Background: an optimization exercise with open tools, aiming at small area. Do not read the settings as production practice. Function was checked by simulation only, so behaviour that the tests miss may differ from the original. Power is estimated from default activity; no workload was simulated.

<file path="design/flow/config.mk">
export PLATFORM = sky130hd
export DESIGN_NAME = keysafe
export DESIGN_NICKNAME = keysafe
export VERILOG_FILES = /design/flow/design.v
export SDC_FILE = /design/flow/constraint.sdc
export NUM_CORES = 4
export LEC_CHECK = 0
export CAP_MARGIN = 20
export CORE_MARGIN = 2
export CORE_UTILIZATION = 40
export SLEW_MARGIN = 20
</file>
<file path="design/flow/constraint.sdc">
create_clock -name core_clock -period 20.0 [get_ports {clk}]
set_input_delay 4.0000 -clock core_clock [delete_from_list [all_inputs] [get_ports {clk}]]
set_output_delay 4.0000 -clock core_clock [all_outputs]
set_load 0.01 [all_outputs]
</file>
<file path="design/flow/design.v">
module debounce #(parameter DURATION = 1000000)(
input clk,
input rst_bar,
input a,
output qbar,
output term);
reg a_delay;
reg a_nedg;
reg qbar_temp;
reg term_temp;
integer count;
always @(posedge clk) begin  
if (!rst_bar || a == 1'b0) begin 
	a_delay <= 1'b0;	 
end
else if (a == 1'b1) begin	 
	a_delay <= 1'b1;	 
end
end
always @(a,a_delay) begin  
if ({a,a_delay} == 2'b01) begin 
	a_nedg = 1'b1;		 
end
else begin
	a_nedg = 1'b0;		 
end
end
always @(posedge clk) begin	 
if (!rst_bar) begin		 
	count <= 0;		 
end
else if (a_nedg == 1'b1) begin	 
	count <= 1;		 
end				 
else if (count >= 1 && count < DURATION) begin 
	count <= count + 1;
end
else if (count == DURATION) begin 
	count <= 0;
end
end
always @(posedge clk) begin  
if (!rst_bar) begin		 
	qbar_temp <= 1'b1;	 
	term_temp <= 1'b0;	 
end
else if (count == 0) begin	 
	term_temp <= 1'b0;	 
	if (a == 1'b1)		 
		qbar_temp <= 1'b1; 
end				 
else if ((count >= 1 && count < 500000) || (count > 500000 && count < DURATION)) begin 
	qbar_temp <= 1'b0;					 
	term_temp <= 1'b0;
end
else if (count == 500000 && a == 1'b0) begin 
	term_temp <= 1'b1;	 
end
end
assign qbar = qbar_temp;
assign term = term_temp;
endmodule 
module key_encoder(
input [3:0] row_in,
input [3:0] col_in,
output kp_bar,
output [3:0] key_code);
reg [3:0] key_code_temp;
reg kp_bar_temp;
integer i, j;
always @(row_in,col_in) begin
kp_bar_temp = 1'b1;		 
key_code_temp = 4'b0000;	 
for (i=0;i<4;i=i+1)begin 	     
	if (row_in[i] == 1'b0) begin 
		for(j=0;j<4;j=j+1) begin  
			if (col_in == 4'b1111) begin 
				kp_bar_temp = 1'b1; 
			end
			else if (col_in[j] == 1'b0) begin 
				key_code_temp = (i * 4) + j; 
				kp_bar_temp = 1'b0;	    
			end
		end
	end
end
end
assign key_code = key_code_temp;
assign kp_bar = kp_bar_temp;
endmodule
module row_buffer(
input [3:0] row_in,
output [3:0] row_driver);
integer i;
reg [3:0] row_driver_temp;
always @(row_in) begin
for (i=0;i<4;i=i+1) begin	 
	if (row_in[i] == 1'b1) begin 
		row_driver_temp[i] <= 1'b1; 
	end
	else begin		 
		row_driver_temp[i] <= 1'b0;
	end
end
end
assign row_driver = row_driver_temp;
endmodule 
module row_scanner(
input rst_bar,
input clk,
input en1,
input en2,
output [3:0]qout);
reg [3:0] qout_temp;
integer STATE;
always @(posedge clk) begin	 
if(!rst_bar) begin		 
	STATE <= 0;
end
else if (en1 && en2) begin	 
if (STATE < 3) begin		 
	STATE <= STATE + 1;
end
else begin			 
	STATE <= 0;
end
end
end
always @(*) begin		 
case (STATE) 			 
	0 : qout_temp = 4'b1110; 
	1 : qout_temp = 4'b1101; 
	2 : qout_temp = 4'b1011; 
	3 : qout_temp = 4'b0111; 
	default : qout_temp = 4'b1110; 
endcase
end
assign qout = qout_temp;
endmodule 
module scan_rate #(parameter prescaler = 8)(
input clk,
input reset_bar,
output q);
integer count;
reg qtemp;
always @(posedge clk) begin
if(!reset_bar) begin	 
	count <= prescaler - 1; 
	qtemp <= 1'b0;	 
end
else
if (count == 0) begin	 
	qtemp <= 1'b1;	
	count <= prescaler - 1; 
end
else begin	 
	qtemp <= 1'b0; 
	count <= count - 1; 
end
end
assign q = qtemp;
endmodule 
module spi_buffer(
input clk,
input rst_bar,
input [3:0] key_code,
input term,
input transfer_done,
output [7:0] d,
output busy,
output [1:0] status_ctr);
reg [3:0] d_temp [0:1];
reg read_ptr;
reg write_ptr;
reg [1:0] status_ctr_temp;
reg busy_temp;
always @(posedge clk) begin  
if (!rst_bar) begin
	read_ptr <= 1'b0;
end
else begin
	if (transfer_done) begin
		read_ptr <= ~read_ptr;
	end
end
end
always @(posedge clk) begin  
if (!rst_bar) begin
	write_ptr <= 1'b0;
end
else
	if (term && status_ctr < 2) begin
		d_temp[write_ptr] <= key_code;
		write_ptr <= ~write_ptr;
	end
end
always @(posedge clk) begin  
if (!rst_bar) begin
	busy_temp <= 1'b0;
	status_ctr_temp <= 0;
end
else begin
	if (term) begin
		if (status_ctr_temp < 2) begin
			status_ctr_temp <= status_ctr_temp + 1;
			if (status_ctr_temp == 1) begin
				if (transfer_done) begin
					busy_temp <= 1'b0;
					status_ctr_temp <= 1;
				end
				else begin
					busy_temp <= 1'b1;
				end
			end
			else begin
				busy_temp <= 1'b0;
			end
		end
	end
	else if (transfer_done) begin
		busy_temp <= 1'b0;
		if (status_ctr_temp > 0) begin
			status_ctr_temp <= status_ctr_temp - 1;
		end
	end
end
end
assign status_ctr = status_ctr_temp;
assign d = {4'b0000,d_temp[read_ptr]};
assign busy = busy_temp;
endmodule 
module spi_synchronizer(
input clk,
input rst_bar,
input ss_bar,
input sck,
output ssbar_synced_ne,
output ssbar_synced_pe,
output sck_synced,
output rst);
reg rst_temp;
reg ssbar_nedg;
reg ssbar_pedg;
reg sck_nedg;
reg ssbar_synced_ne_temp;
reg ssbar_synced_temp;
reg ssbar_synced_pe_temp;
reg sck_synced_temp;
integer count;
always @(posedge clk) begin
rst_temp <= ~rst_bar;
end
always @(posedge clk) begin
ssbar_synced_ne_temp <= 1'b0;	 
if (ssbar_nedg == 1'b1 && ss_bar == 1'b0) begin 
	ssbar_synced_ne_temp <= 1'b1;	 
	ssbar_nedg <= ss_bar;		 
end					 
else if (ssbar_nedg != ss_bar) begin 
	ssbar_nedg <= ss_bar;	 
end
end
always @(posedge clk) begin	
ssbar_synced_pe_temp <= 1'b0;	 
if (ssbar_pedg == 1'b0 && ss_bar == 1'b1) begin 
	ssbar_synced_pe_temp <= 1'b1;	 
	ssbar_pedg <= ss_bar;		 
end					 
else if (ssbar_pedg != ss_bar) begin 
	ssbar_pedg <= ss_bar;		 
end
end
always @(posedge clk) begin
sck_synced_temp <= 1'b0;	 
if (sck_nedg == 1'b1 && sck == 1'b0) begin 
	sck_synced_temp <= 1'b1; 
	sck_nedg <= sck;	 
end				 
else if (sck_nedg != sck) begin	 
	sck_nedg <= sck;	 
end
end
assign rst = rst_temp;
assign ssbar_synced_ne = ssbar_synced_ne_temp;
assign ssbar_synced_pe = ssbar_synced_pe_temp;
assign sck_synced = sck_synced_temp;
endmodule 
module spi_transfer(
input clk,
input rst,
input [7:0] key_code,
input ssbar_synced_ne,
input ssbar_synced_pe,
input sck_synced,
input [1:0] status_ctr,
output dav,
output transfer_done,
output miso);
reg dav_temp;
reg miso_temp;
reg transfer_done_temp;
integer count;
reg [1:0] STATE;
always @(posedge clk) begin
if (rst) begin			 
	miso_temp <= 1'b0;	 
	count <= 8;
end
else begin	 
if (ssbar_synced_pe) begin 
	miso_temp <= 1'b0; 
	count <= 8;	
end		 
else if (ssbar_synced_ne || sck_synced) begin 
	if (count > 0) begin	 
		miso_temp <= key_code[count-1]; 
		count <= count - 1;	     
	end
	else begin	 
		miso_temp <= 1'b0; 
	end		 
end
end
end
always @(posedge clk) begin
if (rst) begin
	transfer_done_temp <= 1'b0;
end
else begin
	if (count == 0 && sck_synced == 1'b1) begin
		transfer_done_temp <= 1'b1;
	end
	else begin
		transfer_done_temp <= 1'b0;
	end
end
end
always @(posedge clk) begin
if (rst) begin	 
	dav_temp <= 1'b0; 
	STATE <= 2'b00;
end
else begin 
case (STATE)
	2'b00 : begin 
		if (status_ctr > 0) begin 
			dav_temp <= 1'b1; 
			STATE <= 2'b01;
		end
		else begin 
			dav_temp <= 1'b0;
		end
	end
	2'b01 : begin 
		if (ssbar_synced_ne) begin 
			dav_temp <= 1'b0;
		end 
		else if (ssbar_synced_pe) begin 
			STATE <= 2'b00;  
		end		 
	end
endcase
end
end
assign miso = miso_temp;
assign dav = dav_temp;
assign transfer_done = transfer_done_temp;
endmodule 
module spi_interface(
input clk,
input rst_bar,
input ss_bar,
input sck,
input [3:0] key_code,
input term,
output miso,
output dav,
output busy
 );
wire [7:0] d;
wire [1:0] status_ctr;
wire transfer_done;
wire rst;
wire ssbar_synced_ne;
wire ssbar_synced_pe;
wire sck_synced;
spi_buffer buffer(
.clk(clk),
.rst_bar(rst_bar),
.term(term),
.transfer_done(transfer_done),
.key_code(key_code),
.busy(busy),
.d(d),
.status_ctr(status_ctr));
spi_synchronizer synchronizer(
.clk(clk),
.rst_bar(rst_bar),
.ss_bar(ss_bar),
.sck(sck),
.ssbar_synced_ne(ssbar_synced_ne),
.ssbar_synced_pe(ssbar_synced_pe),
.sck_synced(sck_synced),
.rst(rst));
spi_transfer transfer(
.clk(clk),
.rst(rst),
.key_code(d),
.ssbar_synced_pe(ssbar_synced_pe),
.ssbar_synced_ne(ssbar_synced_ne),
.sck_synced(sck_synced),
.status_ctr(status_ctr),
.dav(dav),
.transfer_done(transfer_done),
.miso(miso));
endmodule
module keysafe(
input clk,
input rst_bar,
input [3:0] col_in,
input sck,
input ss_bar,
output [3:0] row_out,
output dav,
output busy,
output miso);
wire [3:0] qout_row_scanner_out;
wire [3:0] key_code_key_encoder_out;
wire kp_bar_key_encoder_out;
wire qbar_debounce_out;
wire term_debounce_out;
wire q_scan_rate_out;
key_encoder key_encoder(
.col_in(col_in),
.row_in(qout_row_scanner_out),
.key_code(key_code_key_encoder_out),
.kp_bar(kp_bar_key_encoder_out));
debounce #(.DURATION(1000000)) debounce(
.a(kp_bar_key_encoder_out),
.clk(clk),
.rst_bar(rst_bar),
.qbar(qbar_debounce_out),
.term(term_debounce_out));
scan_rate #(.prescaler(8)) scan_rate(
.clk(clk),
.reset_bar(rst_bar),
.q(q_scan_rate_out));
row_scanner row_scanner(
.clk(clk),
.rst_bar(rst_bar),
.en1(qbar_debounce_out),
.en2(q_scan_rate_out),
.qout(qout_row_scanner_out));
row_buffer row_buffer(
.row_in(qout_row_scanner_out),
.row_driver(row_out));
spi_interface spi(
.clk(clk),
.rst_bar(rst_bar),
.ss_bar(ss_bar),
.sck(sck),
.key_code(key_code_key_encoder_out),
.term(term_debounce_out),
.dav(dav),
.busy(busy),
.miso(miso)
 );
endmodule 
</file>
<file path="design/flow/run.sh">
#!/bin/bash
# synth_recipe.tcl (not shown) runs the flow's synth.tcl, then flattens the netlist and writes it again
# the make line also repeats each setting of config.mk as NAME=value (left out here)
make -C /OpenROAD-flow-scripts/flow DESIGN_CONFIG=/design/flow/config.mk WORK_HOME=/design/flow/orfs CLKGATE_MAP_FILE= SYNTH_SCRIPT=/design/flow/synth_recipe.tcl finish
</file>
==> impl_results.md, run 1 <==
- Routability Congestion: 0.805
- Pin count of the biggest net entering global routing: 32
- Share of the yosys chip area belonging to registers: 0.437
- Die area: 19700 sq um
- F_max: 0.150 GHz
- Mapped Avg Cell Area: 9.00 sq um
- Initial antenna violation count: 0
- Area of the mapped netlist: 7440 sq um
- Clk root buf: clkbuf_16
- Endpoint type of the worst setup path: output port
- Ports: 15
- Reg2Reg Depth: 6
- H-tree levels: 4
- RR Endpoint: scan_rate.count[3]
- Synthesized flop and latch total: 157
- Synth cell count leaders: dfxtp_1 (146), nor2_1 (95), a21oi_1 (42)
- Final WL: 15.5 mm
- Mux share of post-synthesis cell area: 0.0114
- Final setup fails: 0
- Post-Synth Simple-Gate Area: 0.289
- Global route overflow: 0
- DRC: 0
- Layout area overhead: 13.0%
- Initial Util: 0.411
- Min-delay src: scan_rate.count[13]
- DRT Pass-1 Iters: 5
- Yosys warns: 8
- Req. time, crit path: 16.00 ns
- Maximum VDD drop: 0.0000610 V
- Area leader, netlist: dfxtp_1
- Clk latency of the worst-skew pair: 0.43 ns
- Via density: 5.69
- Max cap viols: 0
- Worst-Margin Slew: 0.854 ns
- CTS tree: yes
- Crit path max fanout: 6
- Total CTS buffers: 17
- Die Wd: 140 um
- Syn Inst Count: 827
- CTS clk-pin slew, worst paths: 0.06 ns
- RSZ-0062 raised after global routing: false
- Pwr Density: 90.6 nW/um^2
- FF-to-FF Start: scan_rate.count[14]
- Setup bufs post-CTS: 0
- Number of global-route vias before repair: 5594
- Top_reg_cell synth: dfxtp_1
- Wire length per cell: 14.4 um
- Clock skew: 0.0111 ns
- Final ANT Viol Nets: 0
- Layout cells sized above 1: 0.0758
- Adder-cell share of the synthesized area: 0.0252
- Bufs on Longest Clock Path: 2
- Worst hold margin: 0.466 ns
- Flop-to-flop setup slack: 16.95 ns
- Worst Hold Path EP: scan_rate.count[13]
- DR iter-0 viols: 366
- Top-count cell post-synth: dfxtp_1
- Setup tns final: 0 ns
- Slew headroom: 0.426
- Die height: 140 um
- HPWL after DPL: 10.5 mm
- Number of synthesized flops with an enable pin: 11
- Max-slew violations: 0
- Final Cycle Share: 0.333
- Synth top area cells: dfxtp_1 (39%), xor2_1 (4.8%), nor2_1 (4.8%), edfxtp_1 (4.4%), or4_1 (3.4%)
- Core area: 18100 sq um
- Diode count: 0
- P_leak: 0.00309 uW
- Critical path arrival: 2.67 ns
- Post-layout minimum cycle time: 6.66 ns
- Hold Path Cell Cnt: 2
- Compound-Gate Fraction of Synth Area: 0.139
- # port buffers: 14
- Row Count: 49
- Largest family of logic cells by synthesized area: simple AND/OR/NAND/NOR gates
- Hold Path Class: register to register
- Post_cts resized: 0
- Worst setup SP type: register
- Kind of critical path: register to output port
- Total GRT Usage: 0.161
- Ys async rst share: 0
- First-pass GRT wire length: 26.4 mm
- Synth Net Count: 850
- Synth top area share: 0.393
- Netlist cell types: 67
- Post-Synth XOR/XNOR Area: 0.0659
- Clk sinks: 157
- Final hold violation count: 0
- Vias: 6108
- Post-layout nets: 854
- Outcome: timing/DRC/antenna clean
- Hold-fix buffers, CTS: 0
## routing by layer
layer | up-vias | track usage | wire, um
li1 | 3118 | - | -
met1 | 2895 | 0.212 | 7760
met2 | 83 | 0.262 | 7100
met3 | 12 | 0.0403 | 458
met4 | 0 | 0.0463 | 158
met5 | - | 0 | 0
## sequential cells by signal (all words and copies together) (netlist names), 2 cells and up, named ones only
signal	count
debounce.count	32
row_scanner.STATE	32
scan_rate.count	32
spi.transfer.count	32
spi.buffer.d_temp	8
spi.buffer.status_ctr_temp	2
## final cells by class
| cell class | instances | area (sq um) |
|---|---|---|
| fillers | 1705 | 9680 |
| multi-input cells | 608 | 3990 |
| flip-flops and latches | 157 | 3250 |
| clock buffers | 18 | 429 |
| well taps | 229 | 287 |
| repair buffers | 21 | 193 |
| clock inverters | 14 | 159 |
| inverters | 26 | 97.6 |
## layout by cell type (no fill, tap or decap), drive strengths merged, types with 14 or more instances in the layout
cell           instances
inv                   31
nand2                 35
nand4                 28
clkdlybuf4s50         14
xor2                  41
a21oi                 42
and3                  23
xnor2                 15
o31ai                 22
o21ai                 22
or4                   36
nor4                  27
dfxtp                146
nor3                  21
nand3                 41
or3                   38
nor2                  95
clkbuf                18
ha                    15
## how the worst max path moves through the flow
stage / startpoint / end / slack (ns)
final: row_scanner.STATE[3] / row_out[1] / 13.34
after global routing: row_scanner.STATE[3] / row_out[3] / 13.09
after CTS: row_scanner.STATE[3] / row_out[3] / 13.35
after detailed placement: row_scanner.STATE[3] / row_out[3] / 13.82
after global placement: row_scanner.STATE[3] / row_out[1] / 13.81
after floorplan: row_scanner.STATE[3] / row_out[3] / 14.59
## power by group
part	switching (uW)	internal, uW	leakage, uW	total, uW
registers	10.5	325	0.00128	335
clock network	137	186	0.000290	323
logic	65.1	38.0	0.00152	103
## cells by family (layout without fill, tap and decap cells)
| kind of cell | after synthesis | in the layout |
|---|---|---|
| mux | 6 | 6 |
| flops | 157 | 157 |
| xor+xnor | 56 | 56 |
| compound gates | 147 | 147 |
| fa+ha+maj | 15 | 15 |
| simple gates | 384 | 384 |
| buf+inv | 62 | 79 |
## critical path, stage by stage (launching register included)
cell and delay [ns]:
dfxtp_1 0.36, nor4_1 0.47, nand4_1 0.34, nor3_1 0.46
nand3_1 0.13, clkdlybuf4s50_1 0.49
## stage by stage
stage               power (uW)  cells  cell area, sq um  setup slack, ns   util
floorplan                  425    827              7440            14.59      -
global placement           445   1041              7800            13.81  0.432
detailed placement         445   1041              7820            13.82  0.432
CTS                        770   1073              8410            13.35  0.465
global route               797   1073              8410            13.09  0.465
finish                     762   1073              8410            13.34  0.465
==> run 2: changes to the inputs <==
==> design/flow/design.v (replaced) <==
module keysafe(
input clk,
input rst_bar,
input [3:0] col_in,
input sck,
input ss_bar,
output [3:0] row_out,
output dav,
output busy,
output miso);
reg [1:0] row;
reg [2:0] pre;       
reg rst_d;           
assign row_out = ~(4'b0001 << row);
wire a = &col_in;
wire [1:0] col = {~col_in[3] | ~col_in[2], ~col_in[3] | (col_in[2] & ~col_in[1])};
wire [3:0] code = {a ? 2'b00 : row, col};
reg a_d;
reg [18:0] x;
reg [0:0] ph;
reg term;
reg qbar;
wire a_nedg = ~a & a_d;
wire idle = (x == 19'd0);
wire at_e = (x == 19'd342406);
wire fb = x[18] ^ x[0] ^ x[1] ^ x[4];
always @(posedge clk) begin
	a_d <= rst_bar & a;
	term <= rst_bar & at_e & (ph == 1'd0) & ~a;
	qbar <= ~rst_bar | (idle & (a | qbar));
	if (a_nedg)
		ph <= 1'd0;
	else if (at_e)
		ph <= ph + 1'd1;
	if (!rst_bar)
		x <= 19'd0;
	else if (a_nedg)
		x <= 19'd1;
	else if (at_e)
		x <= (ph == 1'd1) ? 19'd0 : 19'd1;
	else
		x <= {x[17:0], fb};
end
wire step_row = qbar & (pre == 3'd0) & ~rst_d;
always @(posedge clk) begin
	rst_d <= ~rst_bar;
	if (!rst_bar) begin
		pre <= 3'd0;
		row <= 2'd0;
	end else begin
		pre <= pre + 3'd1;
		if (step_row)
			row <= row + 2'd1;
	end
end
reg [3:0] d0, d1;
reg rp, wp;
reg [1:0] cnt;       
wire td;             
wire wr = term & ~cnt[1];
assign busy = cnt[1];
always @(posedge clk) begin
	if (wr & ~wp) d0 <= code;
	if (wr & wp) d1 <= code;
	if (!rst_bar) begin
		rp <= 1'b0;
		wp <= 1'b0;
		cnt <= 2'd0;
	end else begin
		if (td) rp <= ~rp;
		if (wr) wp <= ~wp;
		if (term) begin
			if (!cnt[1]) cnt <= (cnt[0] & td) ? 2'd1 : cnt + 2'd1;
		end else if (td && cnt != 2'd0)
			cnt <= cnt - 2'd1;
	end
end
localparam IDLE = 4'h8, DAV = 4'h9, DONE = 4'hf;
reg [3:0] s;
reg ss1, sk1, sk2;
reg miso_r;
wire sck_ne = sk2 & ~sk1;
wire [3:0] rd = rp ? d1 : d0;
assign dav = (s == DAV);
assign td = (s == DONE);
assign miso = miso_r;
always @(posedge clk) begin
	ss1 <= ss_bar;
	sk1 <= sck;
	sk2 <= sk1;
	if (rst_d) begin
		miso_r <= 1'b0;
		s <= IDLE;
	end else begin
		if (sck_ne)
			miso_r <= (s[3:2] == 2'b00) & (s[1:0] != 2'b00) & rd[s[1:0] - 2'd1] |
			          (s == 4'd4) & rd[3];
		case (s)
		IDLE: if (cnt != 2'd0) s <= DAV;
		DAV: if (!ss1) s <= 4'd7;
		default: if (ss1) s <= IDLE;
			else if (sck_ne) s <= s - 4'd1;
			else if (s == DONE) s <= 4'd0;
		endcase
	end
end
endmodule
==> run 2 against run 1 <==
Still clean. Critical path depth is 2 lower. Global-route usage is 3.1 points lower. Sequential share of layout area is 6.1 points higher. Critical path type unchanged. Largest cell class is now sequential cells. Highest routed layer unchanged.
==> impl_results.md, run 2 <==
- Outcome: timing/DRC/antenna clean (unchanged)
- HPWL after DPL: 2.49 mm (was 10.5 mm)
- Routability Congestion: 0.802 (was 0.805)
- Hold Path Class: register to register (unchanged)
- Final WS setup: 13.99 ns (was 13.34 ns)
- Synth Net Count: 220 (was 850)
- Worst-Margin Slew: 0.553 ns (was 0.854 ns)
- Diode count: 0 (unchanged)
- Wire length per cell: 12.0 um (was 14.4 um)
- Ports: 15 (unchanged)
- Row Count: 26 (was 49)
- Worst Path Buf+Inv: 1 (unchanged)
- Largest Register: x
- Area leader, netlist: dfxtp_1 (unchanged)
- Area of the mapped netlist: 2080 sq um (was 7440 sq um)
- Ys async rst share: 0 (unchanged)
- Critical path arrival: 2.01 ns (was 2.67 ns)
- Yosys warns: 1 (was 8)
- Reg2Reg Depth: 6 (unchanged)
- Number of global-route vias before repair: 1347 (was 5594)
- CTS clk-pin slew, worst paths: 0.09 ns (was 0.06 ns)
- Initial Util: 0.410 (was 0.411)
- Synth top area cells: dfxtp_1 (39%), edfxtp_1 (12%), and2_1 (6.9%), ha_1 (6.0%), xnor2_1 (3.0%) (was dfxtp_1 (39%), xor2_1 (4.8%), nor2_1 (4.8%), edfxtp_1 (4.4%), or4_1 (3.4%))
- Top_reg_cell synth: dfxtp_1 (unchanged)
- Global route overflow: 0 (unchanged)
- Clk latency of the worst-skew pair: 0.30 ns (was 0.43 ns)
- Req. time, crit path: 16.00 ns (about the same)
- Final setup fails: 0 (unchanged)
- # port buffers: 14 (unchanged)
- Netlist cell types: 44 (was 67)
- Synth cell count leaders: dfxtp_1 (41), and2_1 (23), nor2_1 (15) (was dfxtp_1 (146), nor2_1 (95), a21oi_1 (42))
- Max incr delay on CP: 0.53 ns (was 0.49 ns)
- Final hold violation count: 0 (unchanged)
- Die area: 5790 sq um (was 19700 sq um)
- Core area: 5070 sq um (was 18100 sq um)
- Crit path max fanout: 9 (was 6)
- Layout area overhead: 14.0% (was 13.0%)
- Kind of critical path: register to output port (unchanged)
- F_max: 0.166 GHz (was 0.150 GHz)
- Setup bufs post-CTS: 0 (unchanged)
- Hold-fix buffers, CTS: 0 (unchanged)
- Most frequent cells in the layout: dfxtp_1 (41), and2_1 (23), nor2_1 (15) (was dfxtp_1 (146), nor2_1 (95), a21oi_1 (42))
- Die Wd: 76.1 um (was 140 um)
- RSZ-0062 raised after global routing: false (unchanged)
- Total CTS buffers: 5 (was 17)
- Synth top area share: 0.395 (was 0.393)
- Slowest CP cell: clkdlybuf4s50_1 (unchanged)
- DR iter-0 viols: 50 (was 366)
- Setup tns final: 0 ns (unchanged)
- Worst hold margin: 0.372 ns (was 0.466 ns)
- Top-count cell post-synth: dfxtp_1 (unchanged)
- Flop-to-flop setup slack: 17.84 ns (was 16.95 ns)
- Bufs on Longest Clock Path: 2 (unchanged)
- Max-slew violations: 0 (unchanged)
- DRC: 0 (unchanged)
- Commonest non-fill, non-tap cell in the layout: dfxtp_1 (unchanged)
- Pin count of the biggest net entering global routing: 19 (was 32)
- Pwr Density: 103 nW/um^2 (was 90.6 nW/um^2)
- Max cap viols: 0 (unchanged)
- Clk root buf: clkbuf_8 (was clkbuf_16)
- Finished Core Util: 0.467 (was 0.465)
- P_leak: 0.000901 uW (was 0.00309 uW)
- Vias: 1398 (was 6108)
- First-pass GRT wire length: 6.07 mm (was 26.4 mm)
- H-tree levels: 2 (was 4)
- Endpoint type of the worst setup path: output port (unchanged)
- Mapped Avg Cell Area: 10.3 sq um (was 9.00 sq um)
- RR Endpoint: s[0] (was scan_rate.count[3])
- Worst Hold Path EP: sk2 (was scan_rate.count[13])
- Multi-input logic area: 912 sq um (was 3990 sq um)
- DRT Pass-1 Iters: 4 (was 5)
- Slew headroom: 0.626 (was 0.426)
- Clk sinks: 49 (was 157)
- Die height: 76.1 um (was 140 um)
- Maximum VDD drop: 0.0000467 V (was 0.0000610 V)
- Final ANT Viol Nets: 0 (unchanged)
- Worst setup SP type: register (unchanged)
- Hold Path Cell Cnt: 0 (was 2)
- Syn Inst Count: 202 (was 827)
- Delay-heaviest family, CP: simple AND/OR/NAND/NOR gates (unchanged)
- Fillers: 500 (was 1705)
- FF-to-FF Start: s[0] (was scan_rate.count[14])
- Max reg flops: 19
- Clock skew: 0.00391 ns (was 0.0111 ns)
- Layout cells sized above 1: 0.0642 (was 0.0758)
- Share of the yosys chip area belonging to registers: 0.511 (was 0.437)
- Synthesized flop and latch total: 49 (was 157)
- Total GRT Usage: 0.129 (was 0.161)
- CTS tree: yes (unchanged)
- Final Cycle Share: 0.300 (was 0.333)
- Min-delay src: sk1 (was scan_rate.count[13])
- Initial antenna violation count: 0 (unchanged)
- Post-layout minimum cycle time: 6.01 ns (was 6.66 ns)
- Post-layout nets: 235 (was 854)
- Worst path cell trace: nor2b_1 -> and2_1 -> clkdlybuf4s50_1 (was nor4_1 -> nand4_1 -> nor3_1 -> nand3_1 -> clkdlybuf4s50_1)
- Number of synthesized flops with an enable pin: 8 (was 11)
- Pre-CTS WS: 14.35 ns (was 13.82 ns)
- Post_cts resized: 0 (unchanged)
- Storage cell area: 1060 sq um (was 3250 sq um)
- Via density: 4.85 (was 5.69)
- Final WL: 3.46 mm (was 15.5 mm)
==> run 2: changes by cell type after synthesis, sizes merged, moves of 20 or more <==
cell,before,now
and3,23,2
a21oi,42,5
clkbuf,32,0
nand2,35,9
nand3,41,4
nand4,28,3
or4,36,1
o31ai,22,2
or3,38,0
dfxtp,146,41
nor2,95,15
xor2,41,0
and2,2,24
nor4,27,5
==> run 2: routing by layer <==
metal  vias to the layer above  global-route usage  part of all wire
met5                         -                   0                 0
met3                         4              0.0308             0.027
met1                       649               0.165              0.50
met2                        12               0.207              0.46
li1                        733                   -                 -
met4                         0              0.0618             0.013
==> run 2: worst max-delay path by stage <==
stage | cells past startpoint | startpoint | to
after floorplan | 2 | s[0] | dav
after detailed placement | 3 | s[3] | dav
after global routing | 3 | s[3] | dav
after global placement | 3 | s[3] | dav
final | 3 | s[3] | dav
after CTS | 3 | s[3] | dav
==> run 2: cell families after synthesis <==
kind of cell / Yosys count / share of synthesized area
multiplexers: 5 / 0.0301
buffers and inverters: 21 / 0.0506
AO/OA/AOI/OAI: 32 / 0.111
flip-flops: 49 / 0.511
AND/OR/NAND/NOR: 78 / 0.208
adder cells (fa/ha/maj): 10 / 0.0602
XOR/XNOR: 7 / 0.0295
==> run 2: final cells by class <==
type	count	share of cell area
clock inverters	2	0.00740
multi-input cells	132	0.385
well taps	70	0.0370
clock buffers	6	0.0396
flip-flops and latches	49	0.448
repair buffers	14	0.0592
inverters	15	0.0238
==> run 2: report_power, final <==
part / switching (uW) / leakage (uW) / internal, uW
clock network: 34.1 / 0.0000573 / 33.1
logic: 31.1 / 0.000437 / 29.9
registers: 9.02 / 0.000407 / 106
==> run 2: through the flow <==
| stage | std cells | area, sq um | total power [uW] |
|---|---|---|---|
| final | 288 | 2370 | 243 |
| after floorplan | 202 | 2080 | 169 |
| after CTS | 288 | 2370 | 246 |
| after global routing | 288 | 2370 | 260 |
| after global placement | 280 | 2260 | 179 |
| after detailed placement | 280 | 2260 | 178 |
==> run 3: changes to the inputs <==
==> design/flow/design.v (replaced) <==
module keysafe(
input clk,
input rst_bar,
input [3:0] col_in,
input sck,
input ss_bar,
output [3:0] row_out,
output dav,
output busy,
output miso);
reg [1:0] row;
reg [2:0] pre;       
reg rst_d;           
assign row_out = {~(row[1] & row[0]), ~(row[1] & ~row[0]), ~(~row[1] & row[0]), ~(~row[1] & ~row[0])};
wire a = &col_in;
wire [1:0] col = {~col_in[3] | ~col_in[2], ~col_in[3] | (col_in[2] & ~col_in[1])};
wire [3:0] code = {row[1] & ~a, row[0] & ~a, col};
localparam [18:0] POL = 19'd174762;
localparam [18:0] S1 = 19'd32768;
reg a_d;
reg [18:0] y;
reg ph;
reg term;
reg qbar;
wire [18:0] x = y ^ POL;
wire a_nedg = ~a & a_d;
wire zlow = ~|(x & 19'd522231);
wire idle = zlow & ~(x[3] | x[11]);
wire at_e = zlow & x[3] & x[11];
wire fb = x[18] ^ x[2] ^ x[9] ^ x[11];
wire clr = ~rst_bar | (at_e & ph & ~a_nedg);
wire load = a_nedg | (at_e & ~ph);
wire [18:0] x_next = clr ? 19'd0 : load ? S1 : {x[17:0], fb};
always @(posedge clk) begin
	a_d <= rst_bar & a;
	term <= rst_bar & at_e & ~ph & ~a;
	qbar <= ~rst_bar | (idle & (a | qbar));
	ph <= ~a_nedg & (ph | at_e);
	y <= x_next ^ POL;
end
wire step_row = qbar & ~(pre[2] | pre[1] | pre[0]) & ~rst_d;
always @(posedge clk) begin
	rst_d <= ~rst_bar;
	pre[0] <= rst_bar & ~pre[0];
	pre[1] <= rst_bar & (pre[1] ^ pre[0]);
	pre[2] <= rst_bar & (pre[2] ^ (pre[1] & pre[0]));
	row[0] <= rst_bar & (row[0] ^ step_row);
	row[1] <= rst_bar & (row[1] ^ (row[0] & step_row));
end
reg [3:0] d0, d1;
reg rp, wp;
reg c_b, c_o;
wire td;
wire wr = term & ~c_b;
assign busy = c_b;
always @(posedge clk) begin
	if (wr & ~wp) d0 <= code;
	if (wr & wp) d1 <= code;
	rp <= rst_bar & (rp ^ td);
	wp <= rst_bar & (wp ^ wr);
	c_b <= rst_bar & ((c_b & (term | ~td)) | (c_o & term & ~td));
	c_o <= rst_bar & ((~c_b & ~c_o & term) | (c_o & ~(term ^ td)) | (c_b & ~term & td));
end
reg [3:0] s;
reg ss1, sk1, sk2;
reg miso_r;
wire sck_ne = sk2 & ~sk1;
wire [3:0] rd = rp ? d1 : d0;
wire xfer = ~s[3];
wire s_idle = s[3] & ~s[1] & s[0];
wire s_dav = s[3] & ~s[0];
wire s_done = s[3] & s[1];
assign dav = s_dav;
assign td = s_done;
assign miso = miso_r;
wire dec = (s_idle & (c_b | c_o)) | (s_dav & ~ss1) | (xfer & sck_ne);
wire [3:0] s_dec = {s[3] ^ ~(s[2] | s[1] | s[0]), s[2] ^ ~(s[1] | s[0]), s[1] ^ ~s[0], ~s[0]};
wire bit_sel = ~s[3] & ~s[2] & (s[1] | s[0]) & rd[{s[1], s[0]} - 2'd1] | (s == 4'd4) & rd[3];
always @(posedge clk) begin
	ss1 <= ss_bar;
	sk1 <= sck;
	sk2 <= sk1;
	if (rst_d) begin
		miso_r <= 1'b0;
		s <= 4'd9;
	end else begin
		if (sck_ne) miso_r <= bit_sel;
		if (xfer & ss1) s <= 4'd9;
		else if (s_done) s <= 4'd0;
		else if (dec) s <= s_dec;
	end
end
endmodule
--- a/design/flow/config.mk
+++ b/design/flow/config.mk
@@ -8,4 +8,7 @@
 export CAP_MARGIN = 20
 export CORE_MARGIN = 2
 export CORE_UTILIZATION = 40
+export CTS_BUF_LIST = sky130_fd_sc_hd__clkbuf_8
+export CTS_CLUSTER_DIAMETER = 100
+export CTS_CLUSTER_SIZE = 50
 export SLEW_MARGIN = 20
==> run 3 against run 2 <==
Still clean. Die area shrank 11%. Sequential share of layout area rose by 5.0 points. Maximum frequency rose by 10%. Flip-flop and latch count unchanged. Worst hold slack improved by 0.0093 ns. First-iteration DRC count shrank 2.0%. Worst setup slack better by 0.55 ns. Critical endpoint unchanged. Largest power group unchanged.
==> impl_results.md, run 3 <==
- Commonest non-fill, non-tap cell in the layout: dfxtp_1 (unchanged)
- Number of instances in the placed design: 229 (was 280)
- GR Util met2: 0.242 (was 0.207)
- Synth top area share: 0.447 (was 0.395)
- Ys async rst share: 0 (unchanged)
- Endpoint type of the worst setup path: output port (unchanged)
- Pwr Density: 80.2 nW/um^2 (was 103 nW/um^2)
- Worst setup SP type: register (unchanged)
- H-tree levels: 2 (unchanged)
- Largest Register: y (was x)
- Hold-fix buffers, CTS: 0 (unchanged)
- Met3 usage: 0.0549 (was 0.0308)
- Worst Setup SP: s[3] (unchanged)
- Wire length per cell: 13.3 um (was 12.0 um)
- Yosys warns: 1 (unchanged)
- Outcome: timing/DRC/antenna clean (unchanged)
- Clk latency of the worst-skew pair: 0.30 ns (about the same)
- Layout area overhead: 15.9% (was 14.0%)
- Clk sinks: 49 (unchanged)
- Post-layout minimum cycle time: 5.46 ns (was 6.01 ns)
- Routability Congestion: 0.921 (was 0.802)
- Hold Path Cell Cnt: 0 (unchanged)
- Net Sw Power: 36.8 uW (was 74.2 uW)
- Post-Synth XOR/XNOR Area: 0.0334 (was 0.0295)
- Switching share of total power: 0.215 (was 0.305)
- Top-count cell post-synth: dfxtp_1 (unchanged)
- # port buffers: 14 (unchanged)
- Slew headroom: 0.620 (was 0.626)
- Comb pwr share: 0.049 (was 0.251)
- Total CTS buffers: 5 (unchanged)
- P_leak: 0.000825 uW (was 0.000901 uW)
- Initial Util: 0.419 (was 0.410)
- RR Endpoint: miso_r (was s[0])
- Syn Inst Count: 165 (was 202)
- Fillers: 392 (was 500)
- Total GRT Usage: 0.139 (was 0.129)
- Synth cell count leaders: dfxtp_1 (41), nor2_1 (21), inv_1 (10), nand3_1 (10) (was dfxtp_1 (41), and2_1 (23), nor2_1 (15))
- Max cap viols: 0 (unchanged)
- Core area: 4380 sq um (was 5070 sq um)
- Post-layout nets: 198 (was 235)
- Die Wd: 71.8 um (was 76.1 um)
- Setup tns final: 0 ns (unchanged)
- Die height: 71.8 um (was 76.1 um)
- Setup bufs post-CTS: 0 (unchanged)
- Synth Net Count: 179 (was 220)
- Final Cycle Share: 0.273 (was 0.300)
- Final setup fails: 0 (unchanged)
- Hold Path Class: register to register (unchanged)
- Kind of critical path: register to output port (unchanged)
- CTS clk-pin slew, worst paths: 0.08 ns (was 0.09 ns)
- Largest family of logic cells by synthesized area: simple AND/OR/NAND/NOR gates (unchanged)
- First-pass GRT wire length: 5.43 mm (was 6.07 mm)
- End point of the critical path: dav (unchanged)
- Global route overflow: 0 (unchanged)
- Flop-to-flop setup slack: 18.20 ns (was 17.84 ns)
- Mapped Avg Cell Area: 11.1 sq um (was 10.3 sq um)
- Critical path arrival: 1.46 ns (was 2.01 ns)
- Area of the mapped netlist: 1840 sq um (was 2080 sq um)
- Worst-Margin Slew: 0.568 ns (was 0.553 ns)
- Diode count: 0 (unchanged)
- RSZ-0062 raised after global routing: false (unchanged)
- Post-Synth Simple-Gate Area: 0.195 (was 0.208)
- Reg2Reg Depth: 6 (unchanged)
- Clock skew: 0.00415 ns (was 0.00391 ns)
- DRC: 0 (unchanged)
- Final WL: 3.16 mm (was 3.46 mm)
- Initial antenna violation count: 0 (unchanged)
- Die area: 5150 sq um (was 5790 sq um)
- Clock share of power: 0.350 (was 0.276)
- DR iter-0 viols: 49 (was 50)
- Crit path max fanout: 6 (was 9)
- Layout cells sized above 1: 0.0919 (was 0.0642)
- Seq pwr share: 0.602 (was 0.473)
- Max-slew violations: 0 (unchanged)
- Maximum VDD drop: 0.0000448 V (was 0.0000467 V)
- Most used routing layer: met2 (unchanged)
- Bufs on Longest Clock Path: 2 (unchanged)
- Clk root buf: clkbuf_8 (unchanged)
- Synth top area cells: dfxtp_1 (45%), edfxtp_1 (13%), nor2_1 (4.3%), ha_1 (4.1%), mux4_1 (2.9%) (was dfxtp_1 (39%), edfxtp_1 (12%), and2_1 (6.9%), ha_1 (6.0%), xnor2_1 (3.0%))
- Vias: 1201 (was 1398)
- Share of the yosys chip area belonging to registers: 0.577 (was 0.511)
- Area leader, netlist: dfxtp_1 (unchanged)
- CTS tree: yes (unchanged)
- Final hold violation count: 0 (unchanged)
- Compound-Gate Fraction of Synth Area: 0.0749 (was 0.111)
- Netlist cell types: 37 (was 44)
- Final cell count without fillers: 237 (was 288)
- Final ANT Viol Nets: 0 (unchanged)
- F_max: 0.183 GHz (was 0.166 GHz)
- Top_reg_cell synth: dfxtp_1 (unchanged)
- Mux share of post-synthesis cell area: 0.0517 (was 0.0301)
- Post_cts resized: 0 (unchanged)
- HPWL after DPL: 2.38 mm (was 2.49 mm)
- Max reg flops: 19 (unchanged)
- Req. time, crit path: 16.00 ns (about the same)
- Ports: 15 (unchanged)
- Synthesized flop and latch total: 49 (unchanged)
- Number of synthesized flops with an enable pin: 8 (unchanged)
- FF-to-FF Start: s[0] (unchanged)
- Pint: 134 uW (was 169 uW)
- Met1 usage: 0.154 (was 0.165)
- Adder-cell share of the synthesized area: 0.0408 (was 0.0602)
- Pin count of the biggest net entering global routing: 16 (was 19)
- Number of global-route vias before repair: 1186 (was 1347)
- Most frequent cells in the layout: dfxtp_1 (41), nor2_1 (21), clkdlybuf4s50_1 (14) (was dfxtp_1 (41), and2_1 (23), nor2_1 (15))
- Via density: 5.07 (was 4.85)
- DRT Pass-1 Iters: 4 (unchanged)
- Row Count: 24 (was 26)
## run 3: cells by family after synthesis
family,count (synthesis)
AND/OR/NAND/NOR,65
flip-flops,49
AO/OA/AOI/OAI,19
buffers and inverters,13
XOR/XNOR,7
multiplexers,6
adder cells (fa/ha/maj),6
## run 3: layout make-up
class / instances / area (sq um) / share of cell area
well taps: 52 / 65.1 / 0.0305
flip-flops and latches: 49 / 1060 / 0.498
clock buffers: 6 / 82.6 / 0.0388
repair buffers: 14 / 140 / 0.0658
multi-input cells: 103 / 727 / 0.341
inverters: 11 / 41.3 / 0.0194
clock inverters: 2 / 13.8 / 0.00646
## run 3: through the flow
stage / power, uW / worst slack, ns / instance area [sq um] / util / hold slack [ns]
2_1_floorplan: 109 / 15.20 / 1840 / - / 0.359
3_3_place_gp: 113 / 14.46 / 2030 / 0.464 / 0.366
3_5_place_dp: 114 / 14.39 / 2030 / 0.464 / 0.377
4_1_cts: 173 / 14.53 / 2130 / 0.486 / 0.382
5_1_grt: 178 / 14.44 / 2130 / 0.486 / 0.393
6_report: 171 / 14.54 / 2130 / 0.486 / 0.381
## run 3: power groups by stage
stage          Combinational [uW]  Clock (uW)  Sequential (uW)
6_report                     8.31        59.8              103
5_1_grt                      9.22        65.9              103
4_1_cts                      8.41        61.4              103
3_5_place_dp                 8.36           0              105
3_3_place_gp                 8.04           0              105
2_1_floorplan                4.38           0              105
## run 3: worst min-delay path by stage
stage / slack (ns) / from / to
floorplan: 0.36 / sk1 / sk2
global placement: 0.37 / sk1 / sk2
detailed placement: 0.38 / sk1 / sk2
CTS: 0.38 / sk1 / sk2
global route: 0.39 / sk1 / sk2
finish: 0.38 / sk1 / sk2
## run 3: routing by layer
layer	wire length, um	share of wire	up-vias
li1	-	-	616
met1	1380	0.44	570
met2	1630	0.52	10
met3	109	0.035	5
met4	38	0.012	0
met5	0	0	-
## run 3: critical path, stage by stage, from the launching register on
cell and delay, ns:
dfxtp_1 0.45, inv_1 0.09, nor2_1 0.09, clkdlybuf4s50_1 0.53
==> run 4: changes to the inputs <==
--- a/design/flow/config.mk
+++ b/design/flow/config.mk
@@ -8,7 +8,4 @@
 export CAP_MARGIN = 20
 export CORE_MARGIN = 2
 export CORE_UTILIZATION = 40
-export CTS_BUF_LIST = sky130_fd_sc_hd__clkbuf_8
-export CTS_CLUSTER_DIAMETER = 100
-export CTS_CLUSTER_SIZE = 50
 export SLEW_MARGIN = 20
==> run 4 against run 3 <==
Total power unchanged. Non-clock buffer count unchanged. First-iteration DRC count unchanged. Core utilization unchanged. Maximum frequency unchanged. Global-route usage unchanged. Largest power group unchanged. Synthesized area unchanged. Count of clock-buffer cells in the layout unchanged. Critical endpoint unchanged. Flip-flop and latch count unchanged.
==> impl_results.md, run 4 <==
- Outcome: timing/DRC/antenna clean (unchanged)
- F_max: 0.183 GHz (unchanged)
- Clk sinks: 49 (unchanged)
- Post-Synth Simple-Gate Area: 0.195 (unchanged)
- Hold Path Cell Cnt: 0 (unchanged)
- Compound-Gate Fraction of Synth Area: 0.0749 (unchanged)
- Bufs on Longest Clock Path: 2 (unchanged)
- Core area: 4380 sq um (unchanged)
- Synth Net Count: 179 (unchanged)
- Mux share of post-synthesis cell area: 0.0517 (unchanged)
- Area of the mapped netlist: 1840 sq um (unchanged)
- Final ANT Viol Nets: 0 (unchanged)
- P_leak: 0.000825 uW (unchanged)
- Row Count: 24 (unchanged)
- Ys async rst share: 0 (unchanged)
- Layout area overhead: 15.9% (unchanged)
- Yosys warns: 1 (unchanged)
- Total GRT Usage: 0.139 (unchanged)
- Hold Path Class: register to register (unchanged)
- Maximum VDD drop: 0.0000448 V (unchanged)
- Routability Congestion: 0.921 (unchanged)
- Share of the yosys chip area belonging to registers: 0.577 (unchanged)
- Clk latency of the worst-skew pair: 0.30 ns (about the same)
- Ports: 15 (unchanged)
- Post_cts resized: 0 (unchanged)
- Req. time, crit path: 16.00 ns (about the same)
- Min-delay src: sk1 (unchanged)
- Netlist cell types: 37 (unchanged)
- Pwr Total: 171 uW (unchanged)
- Syn Inst Count: 165 (unchanged)
- Total CTS buffers: 5 (unchanged)
- Post-Synth XOR/XNOR Area: 0.0334 (unchanged)
- Synth cell count leaders: dfxtp_1 (41), nor2_1 (21), inv_1 (10), nand3_1 (10) (unchanged)
- Layout cells sized above 1: 0.0919 (unchanged)
- Clock skew: 0.00415 ns (unchanged)
- Reg2Reg Depth: 6 (unchanged)
- Max Used Layer: met4 (unchanged)
- Initial antenna violation count: 0 (unchanged)
- HPWL after DPL: 2.38 mm (unchanged)
- Setup tns final: 0 ns (unchanged)
- CTS clk-pin slew, worst paths: 0.08 ns (about the same)
- Global route overflow: 0 (unchanged)
- Commonest non-fill, non-tap cell in the layout: dfxtp_1 (unchanged)
- Die height: 71.8 um (unchanged)
- Critical path arrival: 1.46 ns (about the same)
- Flop-to-flop setup slack: 18.20 ns (about the same)
- Initial Util: 0.419 (unchanged)
- Final hold violation count: 0 (unchanged)
- Kind of critical path: register to output port (unchanged)
- Worst-Margin Slew: 0.568 ns (unchanged)
- Via density: 5.07 (unchanged)
- Adder-cell share of the synthesized area: 0.0408 (unchanged)
- Hold-fix buffers, CTS: 0 (unchanged)
- DR iter-0 viols: 49 (unchanged)
- Final Cycle Share: 0.273 (unchanged)
- Post-layout minimum cycle time: 5.46 ns (unchanged)
- DRT Pass-1 Iters: 4 (unchanged)
- Die area: 5150 sq um (unchanged)
- Final WL: 3.16 mm (unchanged)
- Crit path max fanout: 6 (unchanged)
- Setup bufs post-CTS: 0 (unchanged)
- DRC: 0 (unchanged)
- Synthesized flop and latch total: 49 (unchanged)
- Met2 wire len: 1.63 mm (unchanged)
- Finished Core Util: 0.486 (unchanged)
- Synth top area share: 0.447 (unchanged)
- Met3 wire length: 109 um (unchanged)
- Die Wd: 71.8 um (unchanged)
- H-tree levels: 2 (unchanged)
- Wire length per cell: 13.3 um (unchanged)
- Final setup fails: 0 (unchanged)
- Max cap viols: 0 (unchanged)
- Slew headroom: 0.620 (unchanged)
- # port buffers: 14 (unchanged)
- Top_reg_cell synth: dfxtp_1 (unchanged)
- First-pass GRT wire length: 5.43 mm (unchanged)
- Mapped Avg Cell Area: 11.1 sq um (unchanged)
- Number of global-route vias before repair: 1186 (unchanged)
- Max-slew violations: 0 (unchanged)
- CTS tree: yes (unchanged)
- RR Endpoint: miso_r (unchanged)
- Most frequent cells in the layout: dfxtp_1 (41), nor2_1 (21), clkdlybuf4s50_1 (14) (unchanged)
- Synth top area cells: dfxtp_1 (45%), edfxtp_1 (13%), nor2_1 (4.3%), ha_1 (4.1%), mux4_1 (2.9%) (unchanged)
- Worst Hold Path EP: sk2 (unchanged)
- Endpoint type of the worst setup path: output port (unchanged)
- Pin count of the biggest net entering global routing: 16 (unchanged)
- FF-to-FF Start: s[0] (unchanged)
- Pwr Density: 80.2 nW/um^2 (unchanged)
- Fillers: 392 (unchanged)
- Worst setup SP type: register (unchanged)
- Largest Register: y (unchanged)
- Area leader, netlist: dfxtp_1 (unchanged)
- Largest family of logic cells by synthesized area: simple AND/OR/NAND/NOR gates (unchanged)
- Post-layout nets: 198 (unchanged)
- Diode count: 0 (unchanged)
- Met1 Routed Length: 1.38 mm (unchanged)
- RSZ-0062 raised after global routing: false (unchanged)
- Top-count cell post-synth: dfxtp_1 (unchanged)
- Clk root buf: clkbuf_8 (unchanged)
- Vias: 1201 (unchanged)
- Number of synthesized flops with an enable pin: 8 (unchanged)
- Max reg flops: 19 (unchanged)
## run 4: cell counts after synthesis
No cell type changed its count.
## run 4: how the worst max path moves through the flow
stage / startpoint / to
finish: s[3] / dav
global route: s[3] / dav
CTS: s[3] / dav
detailed placement: col_in[3] / y[10]
global placement: col_in[2] / y[0]
floorplan: col_in[2] / y[0]
## run 4: power by group
group	internal, uW	switching [uW]	leakage [uW]
sequential	102	1.33	0.000406
combinational	4.62	3.69	0.000368
clock	28.0	31.7	0.0000512
## run 4: worst max-delay path, stage by stage (launching register included)
cell	delay, ns
dfxtp_1	0.45
inv_1	0.09
nor2_1	0.09
clkdlybuf4s50_1	0.53
## run 4: area by class of cell
type | instances | area [sq um] | area share
Inverter | 11 | 41.3 | 0.0194
Sequential cell | 49 | 1060 | 0.498
Clock inverter | 2 | 13.8 | 0.00646
Multi-Input combinational cell | 103 | 727 | 0.341
Clock buffer | 6 | 82.6 | 0.0388
Timing Repair Buffer | 14 | 140 | 0.0658
Tap cell | 52 | 65.1 | 0.0305
## run 4: cells by family (layout without fill, tap and decap cells)
group,count (synthesis),in the layout
mux,6,6
buf+inv,13,33
xor+xnor,7,7
fa+ha+maj,6,6
compound gates,19,19
flops,49,49
simple gates,65,65
## run 4: per-stage QoR
| step | cells | setup WS (ns) | hold slack [ns] | instance area [sq um] |
|---|---|---|---|---|
| 2_1_floorplan | 165 | 15.20 | 0.359 | 1840 |
| 3_3_place_gp | 229 | 14.46 | 0.366 | 2030 |
| 3_5_place_dp | 229 | 14.39 | 0.377 | 2030 |
| 4_1_cts | 237 | 14.53 | 0.382 | 2130 |
| 5_1_grt | 237 | 14.44 | 0.393 | 2130 |
| 6_report | 237 | 14.54 | 0.381 | 2130 |
## run 4: layer usage
layer,up-vias,GRT usage
li1,616,-
met1,570,0.154
met2,10,0.242
met3,5,0.0549
met4,0,0.0503
met5,-,0
==> run 5: changes to the inputs <==
==> design/flow/flow/run.sh (new file) <==
#!/bin/bash
# Standard ORFS layout (the standard.sh, standard synthesis unchanged), with
# the smallest buffer on the ports and a clock tree with fewer, larger clusters.
set -euo pipefail
export BUFFER_PORTS_ARGS="-buffer_cell sky130_fd_sc_hd__buf_1"
export CTS_ARGS="-sink_clustering_enable -repair_clock_nets -buf_list sky130_fd_sc_hd__clkbuf_8 -sink_clustering_size 50 -sink_clustering_max_diameter 200 -dont_use_dummy_load"
bash standard.sh > standard_flow.log 2>&1
==> design/flow/standard.sh (new file) <==
#!/bin/bash
# synth_recipe.tcl (not shown) runs the flow's synth.tcl, then flattens the netlist and writes it again
# the make line also repeats each setting of config.mk as NAME=value (left out here)
make -C /OpenROAD-flow-scripts/flow DESIGN_CONFIG=/design/flow/config.mk WORK_HOME=/design/flow/orfs CLKGATE_MAP_FILE= SYNTH_SCRIPT=/design/flow/synth_recipe.tcl "${@:-finish}"
removed: design/flow/run.sh
==> run 5 against run 4 <==
Core utilization decreased by 2.6 points. Flip-flop and latch count unchanged. Maximum frequency increased by 7.0%. Clock power decreased by 17%. Critical path depth decreased by 1. Largest cell class unchanged. Highest routed layer unchanged.
==> impl_results.md, run 5 <==
- Top-count cell post-synth: dfxtp_1 (unchanged)
- CTS tree: yes (unchanged)
- Most used routing layer: met2 (unchanged)
- Synth top area share: 0.447 (unchanged)
- Die Wd: 71.8 um (unchanged)
- Synthesized flop and latch total: 49 (unchanged)
- Setup tns final: 0 ns (unchanged)
- DR iter-0 viols: 37 (was 49)
- Seq pwr share: 0.648 (was 0.602)
- Pin count of the biggest net entering global routing: 16 (unchanged)
- First-pass GRT wire length: 5.49 mm (was 5.43 mm)
- Clk sinks: 49 (unchanged)
- DRC: 0 (unchanged)
- HPWL after DPL: 2.40 mm (was 2.38 mm)
- Top_reg_cell synth: dfxtp_1 (unchanged)
- Most frequent cells in the layout: dfxtp_1 (41), nor2_1 (21), buf_1 (14) (was dfxtp_1 (41), nor2_1 (21), clkdlybuf4s50_1 (14))
- Setup bufs post-CTS: 0 (unchanged)
- Number of synthesized flops with an enable pin: 8 (unchanged)
- Number of global-route vias before repair: 1286 (was 1186)
- H-tree levels: 2 (unchanged)
- Crit path max fanout: 6 (unchanged)
- P_leak: 0.000772 uW (was 0.000825 uW)
- Bufs on Longest Clock Path: 2 (unchanged)
- Layout area overhead: 9.67% (was 15.9%)
- FF-to-FF Start: s[0] (unchanged)
- Comb pwr share: 0.040 (was 0.049)
- Initial Util: 0.419 (unchanged)
- Max cap viols: 0 (unchanged)
- Commonest non-fill, non-tap cell in the layout: dfxtp_1 (unchanged)
- Max-slew violations: 0 (unchanged)
- Clk latency of the worst-skew pair: 0.29 ns (was 0.30 ns)
- Final Cycle Share: 0.255 (was 0.273)
- Total GRT Usage: 0.140 (was 0.139)
- Total CTS buffers: 5 (unchanged)
- Outcome: timing/DRC/antenna clean (unchanged)
- Mapped Avg Cell Area: 11.1 sq um (unchanged)
- Endpoint type of the worst setup path: output port (unchanged)
- Slew headroom: 0.560 (was 0.620)
- Final WL: 3.17 mm (was 3.16 mm)
- Die height: 71.8 um (unchanged)
- Post-layout minimum cycle time: 5.10 ns (was 5.46 ns)
- Min-delay src: sk1 (unchanged)
- Kind of critical path: register to output port (unchanged)
- Final setup fails: 0 (unchanged)
- Yosys warns: 1 (unchanged)
- Final cell count without fillers: 234 (was 237)
- Worst Setup SP: row[0] (was s[3])
- Layout cells sized above 1: 0.0769 (was 0.0919)
- Clk root buf: clkbuf_8 (unchanged)
- Critical path arrival: 1.10 ns (was 1.46 ns)
- Netlist cell types: 37 (unchanged)
- Final hold violation count: 0 (unchanged)
- Syn Inst Count: 165 (unchanged)
- Wire length per cell: 13.6 um (was 13.3 um)
- Vias: 1227 (was 1201)
- Global route overflow: 0 (unchanged)
- Ys async rst share: 0 (unchanged)
- Worst-Margin Slew: 0.660 ns (was 0.568 ns)
- Max reg flops: 19 (unchanged)
- Initial antenna violation count: 0 (unchanged)
- Met3 usage: 0.0464 (was 0.0549)
- Synth cell count leaders: dfxtp_1 (41), nor2_1 (21), inv_1 (10), nand3_1 (10) (unchanged)
- Req. time, crit path: 16.00 ns (about the same)
- Area of the mapped netlist: 1840 sq um (unchanged)
- CTS clk-pin slew, worst paths: 0.08 ns (about the same)
- Worst hold margin: 0.379 ns (was 0.381 ns)
- Post-layout nets: 198 (unchanged)
- Worst setup SP type: register (unchanged)
- Via density: 5.24 (was 5.07)
- DRT Pass-1 Iters: 4 (unchanged)
- Die area: 5150 sq um (unchanged)
- Flop-to-flop setup slack: 18.24 ns (was 18.20 ns)
- Final ANT Viol Nets: 0 (unchanged)
- Pint: 127 uW (was 134 uW)
- Maximum VDD drop: 0.0000451 V (was 0.0000448 V)
- Hold Path Class: register to register (unchanged)
- Share of the yosys chip area belonging to registers: 0.577 (unchanged)
- Ports: 15 (unchanged)
- Clock share of power: 0.313 (was 0.350)
- Clock skew: 0.0145 ns (was 0.00415 ns)
- Synth top area cells: dfxtp_1 (45%), edfxtp_1 (13%), nor2_1 (4.3%), ha_1 (4.1%), mux4_1 (2.9%) (unchanged)
- Met1 usage: 0.143 (was 0.154)
- GR Util met2: 0.246 (was 0.242)
- Number of instances in the placed design: 229 (unchanged)
- Hold-fix buffers, CTS: 0 (unchanged)
- Core area: 4380 sq um (unchanged)
- Row Count: 24 (unchanged)
- Net Sw Power: 32.1 uW (was 36.8 uW)
- Switching share of total power: 0.202 (was 0.215)
- Diode count: 0 (unchanged)
- Largest Register: y (unchanged)
- # port buffers: 14 (unchanged)
- RSZ-0062 raised after global routing: false (unchanged)
- Post_cts resized: 0 (unchanged)
- Pwr Density: 78.9 nW/um^2 (was 80.2 nW/um^2)
- Synth Net Count: 179 (unchanged)
- F_max: 0.196 GHz (was 0.183 GHz)
- Area leader, netlist: dfxtp_1 (unchanged)
- Routability Congestion: 0.889 (was 0.921)
[run 5: cell counts after synthesis]
Identical to the previous run, type by type.
[run 5: per-stage QoR]
stage / worst slack, ns / total power [uW] / instance area, sq um / util
after floorplan: 15.20 / 109 / 1840 / -
after global placement: 14.78 / 111 / 1950 / 0.444
after detailed placement: 14.73 / 112 / 1950 / 0.444
after CTS: 14.87 / 162 / 2020 / 0.460
after global routing: 14.83 / 167 / 2020 / 0.460
final: 14.90 / 159 / 2020 / 0.460
[run 5: logic make-up (layout without fill, tap and decap cells)]
group,Yosys count,in the layout,share of synthesized area
AOI/OAI and AO/OA,19,19,0.0749
adders and majority gates,6,6,0.0408
xor gates and xnor gates,7,7,0.0334
DFF,49,49,0.577
and+or+nand+nor,65,65,0.195
muxes,6,6,0.0517
buffers and inverters,13,30,0.0272
[run 5: worst max-delay path: stages, from the launching register on]
cell and delay (ns):
dfxtp_1 0.37, or2_2 0.30, buf_1 0.13
[run 5: power groups by stage]
stage                     clock network [uW]  registers [uW]  logic (uW)
final                                   49.7             103        6.35
after global routing                    55.9             103        7.47
after CTS                               52.2             103        6.52
after detailed placement                   0             105        6.46
after global placement                     0             105        6.17
after floorplan                            0             105        4.38
[run 5: metal layers]
layer | wire length [um] | vias to the layer above | part of all wire
li1 | - | 608 | -
met1 | 1300 | 575 | 0.41
met2 | 1610 | 30 | 0.51
met3 | 113 | 14 | 0.036
met4 | 142 | 0 | 0.045
met5 | 0 | - | 0
[run 5: layout make-up]
type | instances | area, sq um
Fill cell | 420 | 2370
Sequential cell | 49 | 1060
Multi-Input combinational cell | 103 | 727
Inverter | 11 | 41.3
Clock buffer | 5 | 68.8
Tap cell | 52 | 65.1
Timing Repair Buffer | 14 | 52.6
[run 5: final timing paths]
check               end  cells after the start
min reg2reg         sk2                      0
max          row_out[0]                      2
min                 sk2                      0
max reg2reg      miso_r                      6
==> run 6: changes to the inputs <==
==> design/flow/flow/run.sh (replaced) <==
#!/bin/bash
# Standard ORFS layout (the standard.sh, standard synthesis unchanged), with
# the smallest buffer on the ports, a clock tree with fewer, larger clusters and
# every combinational cell at the smallest drive of its family before floorplan.
set -euo pipefail
export BUFFER_PORTS_ARGS="-buffer_cell sky130_fd_sc_hd__buf_1"
export CTS_ARGS="-sink_clustering_enable -repair_clock_nets -buf_list sky130_fd_sc_hd__clkbuf_8 -sink_clustering_size 50 -sink_clustering_max_diameter 200 -dont_use_dummy_load"
export PRE_FLOORPLAN_TCL="$PWD/flow/downsize.tcl"
bash standard.sh > standard_flow.log 2>&1
==> design/flow/flow/downsize.tcl (new file) <==
# Give every combinational cell the smallest drive strength of its family
# (same function, same pins); the 20 ns clock leaves ample slack.
proc my_downsize {} {
  set db [ord::get_db]
  set dont_use {}
  if {[info exists ::env(DONT_USE_CELLS)]} { set dont_use $::env(DONT_USE_CELLS) }
  set fam [dict create]
  foreach lib [$db getLibs] {
    foreach m [$lib getMasters] {
      set n [$m getName]
      if {[lsearch -exact $dont_use $n] >= 0} continue
      if {![regexp {^(sky130_fd_sc_hd__[a-z0-9]+)_([0-9]+)$} $n -> base drv]} continue
      dict lappend fam $base $m
    }
  }
  set cnt 0
  foreach inst [[ord::get_db_block] getInsts] {
    set m [$inst getMaster]
    set n [$m getName]
    if {![regexp {^(sky130_fd_sc_hd__[a-z0-9]+)_([0-9]+)$} $n -> base drv]} continue
    if {[regexp {df|dl|sdf|edf|tap|fill|decap|clkbuf|clkinv|conb|diode} $base]} continue
    if {![dict exists $fam $base]} continue
    set best $m
    foreach c [dict get $fam $base] {
      if {[$c getWidth] < [$best getWidth]} { set best $c }
    }
    if {$best ne $m} {
      $inst swapMaster $best
      incr cnt
    }
  }
  puts "my_downsize: swapped $cnt instances"
}
my_downsize
==> run 6 against run 5 <==
Non-clock buffer count rose by 1. Count of clock-buffer cells in the layout did not move. Die area fell by 2.6%. Worst setup slack improved by 0.0070 ns. Sequential power barely moved. Cell count rose by 0.43%. Clock skew fell by 0.0011 ns. Largest cell class unchanged. Largest power group unchanged. Highest routed layer unchanged.
==> impl_results.md, run 6 <==
- Outcome: timing/DRC/antenna clean (unchanged)
- Max reg flops: 19 (unchanged)
- P_leak: 0.000757 uW (was 0.000772 uW)
- Core area: 4320 sq um (was 4380 sq um)
- Diode count: 0 (unchanged)
- DRC: 0 (unchanged)
- Syn Inst Count: 165 (unchanged)
- Die height: 70.8 um (was 71.8 um)
- Clock skew: 0.0134 ns (was 0.0145 ns)
- Total CTS buffers: 5 (unchanged)
- Post_cts resized: 0 (unchanged)
- Total GRT Usage: 0.148 (was 0.140)
- Max-slew violations: 0 (unchanged)
- Hold-fix buffers, CTS: 0 (unchanged)
- Die Wd: 70.8 um (was 71.8 um)
- Commonest non-fill, non-tap cell in the layout: dfxtp_1 (unchanged)
- Worst setup SP type: register (unchanged)
- Vias: 1220 (was 1227)
- Critical path arrival: 1.09 ns (was 1.10 ns)
- Setup bufs post-CTS: 0 (unchanged)
- H-tree levels: 2 (unchanged)
- Global route overflow: 0 (unchanged)
- Die area: 5020 sq um (was 5150 sq um)
- Bufs on Longest Clock Path: 2 (unchanged)
- Pwr Total: 160 uW (was 159 uW)
- Crit path max fanout: 6 (unchanged)
- Yosys warns: 1 (unchanged)
- Final Cycle Share: 0.255 (about the same)
- F_max: 0.196 GHz (about the same)
- Finished Core Util: 0.456 (was 0.460)
- Row Count: 24 (unchanged)
- # port buffers: 14 (unchanged)
- Final WS setup: 14.91 ns (was 14.90 ns)
- DR iter-0 viols: 84 (was 37)
- Worst path cell trace: or2_2 -> buf_1 (unchanged)
- Kind of critical path: register to output port (unchanged)
- Synth Net Count: 179 (unchanged)
- Pwr Density: 81.0 nW/um^2 (was 78.9 nW/um^2)
- Number of global-route vias before repair: 1272 (was 1286)
- RSZ-0062 raised after global routing: false (unchanged)
- Setup tns final: 0 ns (unchanged)
- CTS clk-pin slew, worst paths: 0.08 ns (about the same)
- Final setup fails: 0 (unchanged)
- CTS tree: yes (unchanged)
- Ports: 15 (unchanged)
- Clk latency of the worst-skew pair: 0.29 ns (about the same)
- Clk sinks: 49 (unchanged)
- Post-layout minimum cycle time: 5.09 ns (was 5.10 ns)
- Maximum VDD drop: 0.0000474 V (was 0.0000451 V)
- Pre-CTS WS: 14.73 ns (about the same)
- Max cap viols: 0 (unchanged)
- Final ANT Viol Nets: 0 (unchanged)
- Endpoint type of the worst setup path: output port (unchanged)
- Req. time, crit path: 16.00 ns (about the same)
- Post-layout nets: 199 (was 198)
- First-pass GRT wire length: 5.87 mm (was 5.49 mm)
- Slew headroom: 0.590 (was 0.560)
- Pin count of the biggest net entering global routing: 16 (unchanged)
- Final WL: 3.30 mm (was 3.17 mm)
- Clk root buf: clkbuf_8 (unchanged)
- Most frequent cells in the layout: dfxtp_1 (41), nor2_1 (21), buf_1 (14) (unchanged)
- DRT Pass-1 Iters: 4 (unchanged)
- Slowest CP cell: dfxtp_1 (unchanged)
- Worst-Margin Slew: 0.613 ns (was 0.660 ns)
- Layout cells sized above 1: 0.0710 (was 0.0769)
- Initial antenna violation count: 0 (unchanged)
- Max incr delay on CP: 0.37 ns (about the same)
- Largest Register: y (unchanged)
- Final hold violation count: 0 (unchanged)
- Via density: 5.19 (was 5.24)
- Routability Congestion: 0.879 (was 0.889)
- Wire length per cell: 14.0 um (was 13.6 um)
- HPWL after DPL: 2.53 mm (was 2.40 mm)
- Initial Util: 0.413 (was 0.419)
- Hold Path Class: register to register (unchanged)
[run 6: cell type report]
| type | instances | area (sq um) |
|---|---|---|
| clock buffer | 5 | 68.8 |
| inverter | 11 | 41.3 |
| sequential | 49 | 1060 |
| fill | 403 | 2350 |
| timing repair buffer | 15 | 60.1 |
| tap | 52 | 65.1 |
| multi-input combinational | 103 | 677 |
[run 6: path summary, 6_finish.rpt]
check / startpoint / endpoint / slack [ns] / cells after the start
hold reg to reg: sk1 / sk2 / 0.37 / 0
hold / removal: sk1 / sk2 / 0.37 / 0
setup reg to reg: s[0] / miso_r / 18.21 / 6
setup / recovery: row[0] / row_out[0] / 14.91 / 2
[run 6: power breakdown]
group	switching (uW)	internal [uW]	total [uW]
clock	28.1	22.6	50.7
combinational	3.53	2.72	6.25
sequential	1.31	102	103
total	32.9	127	160
[run 6: per-layer routing]
layer / wire length [um] / track usage / vias to the layer above
met3: 111 / 0.0513 / 8
met1: 1350 / 0.163 / 586
met4: 55 / 0.0440 / 0
met5: 0 / 0 / -
met2: 1790 / 0.269 / 16
li1: - / - / 610
[run 6: worst max-delay path: cells and delay by family (launching register included)]
kind	cells	cell delay, ns
flip-flops	1	0.37
AND/OR/NAND/NOR	1	0.31
buffers and inverters	1	0.13
[run 6: stage by stage]
stage / area, sq um / hold WS, ns / cells
6_report: 1970 / 0.368 / 235
3_3_place_gp: 1900 / 0.357 / 230
4_1_cts: 1970 / 0.370 / 235
2_1_floorplan: 1790 / 0.347 / 165
3_5_place_dp: 1900 / 0.360 / 230
5_1_grt: 1970 / 0.387 / 235

what the ideal ports hide:
How much do the figures lean on ideal ports? The routed layouts below were timed once more, with nothing changed but the port constraints.
Step 1 (the two cells are an assumption about what drives the block):
set clk [get_ports {clk}]
set_driving_cell -lib_cell sky130_fd_sc_hd__clkbuf_16 $clk
set_driving_cell -lib_cell sky130_fd_sc_hd__buf_2 [delete_from_list [all_inputs] $clk]
Step 2 adds t to the input delays and takes it off the output delays; t is the mean of the earliest and latest rising clock arrival at the registers after step 1. Input paths then give back, and output paths get back, about the clock's delay inside the block.
Slacks: ideal / step 1 / step 2; pairs: ideal / step 1.
run	t (ns)	slack for setup (ns)	worst setup path at the end	latest minus earliest clock arrival (ns)	worst slew at a driven data input, ns
run 1	0.461	13.335 / 13.293 / 13.754	register to output	0.012 / 0.012	0.04
run 2	0.323	13.992 / 13.964 / 14.287	register to output	0.005 / 0.005	0.03
run 3	0.322	14.543 / 14.517 / 14.374	input to register	0.005 / 0.005	0.03
run 4	0.322	14.543 / 14.517 / 14.374	input to register	0.005 / 0.005	0.03
run 5	0.316	14.901 / 14.871 / 14.747	input to register	0.015 / 0.015	0.03
run 6	0.312	14.907 / 14.883 / 14.752	input to register	0.014 / 0.014	0.04
After both steps setup and hold are still met in every run listed.
